This design comes from an exercise in tuning for small area, a short achievable clock period and few clock cycles on the open sky130 flow, not from production work.
Power and IR drop assume default switching activity.

==> inputs of job 8264 <==
Design multipler_top, start of the top module:
module multipler_top #(
    parameter integer DATA_LENGTH       = 64,
    parameter integer BLOCK_LENGTH      = 16,
    parameter integer LENGTH            = 16
) (
    input  logic                        clk_i,
    input  logic                        rst_ni,
    input  logic                        start_i,
    output logic                        busy_o,
    output logic                        finish_o,
    input  logic [DATA_LENGTH-1:0]      indata_a_i,
    input  logic [DATA_LENGTH-1:0]      indata_b_i,
    output logic [DATA_LENGTH*2-1:0]    outdata_r_o
);
localparam integer K  = 6;
localparam integer R  = 3;
localparam integer N  = 11;
localparam integer NK = 66;
localparam integer M  = 67;
localparam integer W  = 73;
logic st_run, st_cpa, st_fin;
logic busy_q;
logic [3:0] cnt_q;
wire  st_idle = ~(st_run | st_cpa | st_fin);
wire  first   = (cnt_q == '0);
logic [63:0]   a_q;       
logic [NK-1:0] b_q;       
logic [M-1:0]  s_q;       
logic [M-1:0]  c_q;       
logic [K-1:0]  ls_q;      
logic [K-1:0]  lc_q;      
logic          cy_q;      
logic [R-1:0]  one_q;     
logic [R-1:0]  two_q;     
logic [R-1:0]  pos_q;     
always_ff @(posedge clk_i) begin
    if (!rst_ni) begin
        st_run <= 1'b0;
        st_cpa <= 1'b0;
        st_fin <= 1'b0;
        busy_q <= 1'b0;
        cnt_q  <= '0;
  ...
==> flow/config.mk <==
export PLATFORM = sky130hd
export DESIGN_NAME = multipler_top
export DESIGN_NICKNAME = multipler_top
export VERILOG_FILES = /design/flow/design.v
export SDC_FILE = /design/flow/constraint.sdc
export NUM_CORES = 4
export LEC_CHECK = 0
export CAP_MARGIN = 20
export CORE_MARGIN = 2
export CORE_UTILIZATION = 45
export SLEW_MARGIN = 20
==> flow/constraint.sdc <==
create_clock -name core_clock -period 10.0 [get_ports {clk_i}]
set_input_delay 2.0000 -clock core_clock [delete_from_list [all_inputs] [get_ports {clk_i}]]
set_output_delay 2.0000 -clock core_clock [all_outputs]
set_load 0.01 [all_outputs]
standard.sh (not shown) runs the stock make flow with config.mk's settings and CLKGATE_MAP_FILE= SYNTH_SCRIPT=/design/flow/synth_recipe.tcl, a recipe that flattens the netlist after the stock synthesis.
==> flow/flow/run.sh <==
#!/bin/bash
set -euo pipefail
{
  echo "include $(pwd)/config.mk"
  cat flow/extra.mk
} > extra_config.mk
sed "s#DESIGN_CONFIG=[^ ]*#DESIGN_CONFIG=$(pwd)/extra_config.mk#" standard.sh > standard_extra.sh
bash standard_extra.sh > standard.log 2>&1
==> flow/flow/extra.mk <==
export SETUP_SLACK_MARGIN = 6.5
export BUFFER_PORTS_ARGS = -buffer_cell sky130_fd_sc_hd__buf_1
==> job 5140 (differences from job 8264) <==
--- a/flow/design.v
+++ b/flow/design.v
@@ -32,14 +32,14 @@
 localparam integer NK = 66;
 localparam integer M  = 67;
 localparam integer W  = 73;
 logic st_run, st_cpa, st_fin;
 logic busy_q;
 logic [3:0] cnt_q;
-wire  st_idle = ~(st_run | st_cpa | st_fin);
-wire  first   = (cnt_q == '0);
+logic st_idle;   
+logic first;     
 logic [63:0]   a_q;       
 logic [NK-1:0] b_q;       
 logic [M-1:0]  s_q;       
 logic [M-1:0]  c_q;       
 logic [K-1:0]  ls_q;      
 logic [K-1:0]  lc_q;      
@@ -50,14 +50,18 @@
 always_ff @(posedge clk_i) begin
     if (!rst_ni) begin
         st_run <= 1'b0;
         st_cpa <= 1'b0;
         st_fin <= 1'b0;
         busy_q <= 1'b0;
+        first  <= 1'b1;
+        st_idle <= 1'b1;
         cnt_q  <= '0;
     end else begin
+        st_idle <= ~((st_idle & start_i) | st_run | st_cpa);
+        first  <= ~st_run;
         busy_q <= (st_idle & start_i) | st_run;
         st_run <= (st_idle & start_i) | (st_run & ~(cnt_q == N-1));
         st_cpa <= st_run & (cnt_q == N-1);
         st_fin <= st_cpa;
         cnt_q  <= st_run ? cnt_q + 1'b1 : '0;
     end
==> impl_results.md <==
* Post-synthesis adder-cell area fraction at 27.3%
* Crit path buf inv count at 3
* XOR/XNOR share of the synthesized area at 10.1%
* Hold endpoint: cnt_q[0]
* Status: complete, no violations
* Largest net degree at the start of global routing at 88
* FFs & Latches at 288
* Power Density at 306 nW/µm²
the above is filed under job 8264

==> impl_results.md <==
* Status: complete, no violations
* XOR/XNOR share of the synthesized area at 10.8%
* Min-delay src: b_q[42]
* FFs & Latches at 290
* Slowest-stage cell, CP: a41oi_4
* Largest net degree at the start of global routing at 80
* Power Density at 310 nW/µm²
* Slew HR at 38.0%
* Hold endpoint: b_q[36]
* Sequential area share after synthesis at 30.9%
* Post-synthesis adder-cell area fraction at 27.5%
* Fin crit share at 36.0%
the above is filed under job 5140

No run of this note included a check of the RTL's function; only the layout flow was run.

========
==> run G <==
multipler_top with an RTL version that a note above also has.
Settings: LEC_CHECK=0, CAP_MARGIN=20, CORE_MARGIN=2, CORE_UTILIZATION=45, SLEW_MARGIN=20; clock period 10.0 ns.
==> flow/flow/extra.mk <==
export SETUP_SLACK_MARGIN = 6.0
export BUFFER_PORTS_ARGS = -buffer_cell sky130_fd_sc_hd__buf_1
Scripts as last shown in full above: flow/flow/run.sh
==> run R (differences from run G) <==
==> flow/flow/extra.mk (replaced) <==
export SETUP_SLACK_MARGIN = 6.5
export BUFFER_PORTS_ARGS = -buffer_cell sky130_fd_sc_hd__buf_1
--- a/flow/config.mk
+++ b/flow/config.mk
@@ -8,4 +8,6 @@
 export CAP_MARGIN = 20
 export CORE_MARGIN = 2
 export CORE_UTILIZATION = 45
+export CTS_CLUSTER_DIAMETER = 100
+export CTS_CLUSTER_SIZE = 30
 export SLEW_MARGIN = 20
==> flow_summary.yaml <==
finish:
  multi_input_area_share_pct: 56.5
  buffers_excl_clock: 302
timing:
  timing.hold.ws_ns: 0.500
  clock.fmax_mhz: 281
cts:
  post_cts_buffers: 12
outcome:
  status: "complete, no violations"
power:
  power.combinational.fraction_pct: 60.2
critical_path:
  crit_path_max_incr_delay_ns: 0.33
  cp_data_arrival_time_ns: 4.02
global_route:
  met2_usage_pct: 36.9
placed_design:
  dp.cells: 2612
  pre_cts_ws_ns: 5.85
detailed_routing:
  drt_iter0_drc: 1147
(the above is from run R)
==> flow_summary.yaml <==
timing:
  timing.hold.ws_ns: 0.482
  clock.fmax_mhz: 255
placed_design:
  dp.cells: 2610
outcome:
  status: "complete, no violations"
cts:
  post_cts_buffers: 3
finish:
  buffers_excl_clock: 275
  drive_gt1_share_pct: 10.0
power:
  power.combinational.fraction_pct: 55.3
critical_path:
  cp_data_arrival_time_ns: 4.38
  crit_path_max_incr_delay_ns: 0.34
detailed_routing:
  drt_iter0_drc: 966
yosys:
  post-synth-top-count-cell: "xnor2_1"
global_route:
  met2_usage_pct: 35.8
(the above is from run G)
No run of this note included a check of the RTL's function; only the layout flow was run.

-- what the ideal ports hide --
The results above use ideal ports. As a check the final layouts listed here were re-extracted and re-timed, cells and wires unchanged. Step 1 sets driving cells, clkbuf_16 on the clock port and buf_2 on the other inputs (assumed; they add their load-dependent delay and slew). Step 2 moves the port delays by t, midway between the first and last clock arrival at a register: inputs arrive t later, outputs are due t later. That takes back most of the time a late clock gives input paths. a / b / c = ideal ports / drivers / drivers and shift; a / b = the first two.
| run | t (ns) | setup WS [ns] | worst setup path at the end | worst data-port slew with drivers (ns) |
|---|---|---|---|---|
| job 8264 | 0.609 | 6.606 / 6.606 / 6.606 | register to register | 0.06 |
| job 5140 | 0.606 | 6.397 / 6.397 / 6.397 | register to register | 0.06 |
| run G | 0.617 | 6.082 / 6.082 / 6.082 | register to register | 0.07 |
| run R | 0.585 | 6.437 / 6.437 / 6.437 | register to register | 0.06 |
After both steps every run listed still meets setup and hold.
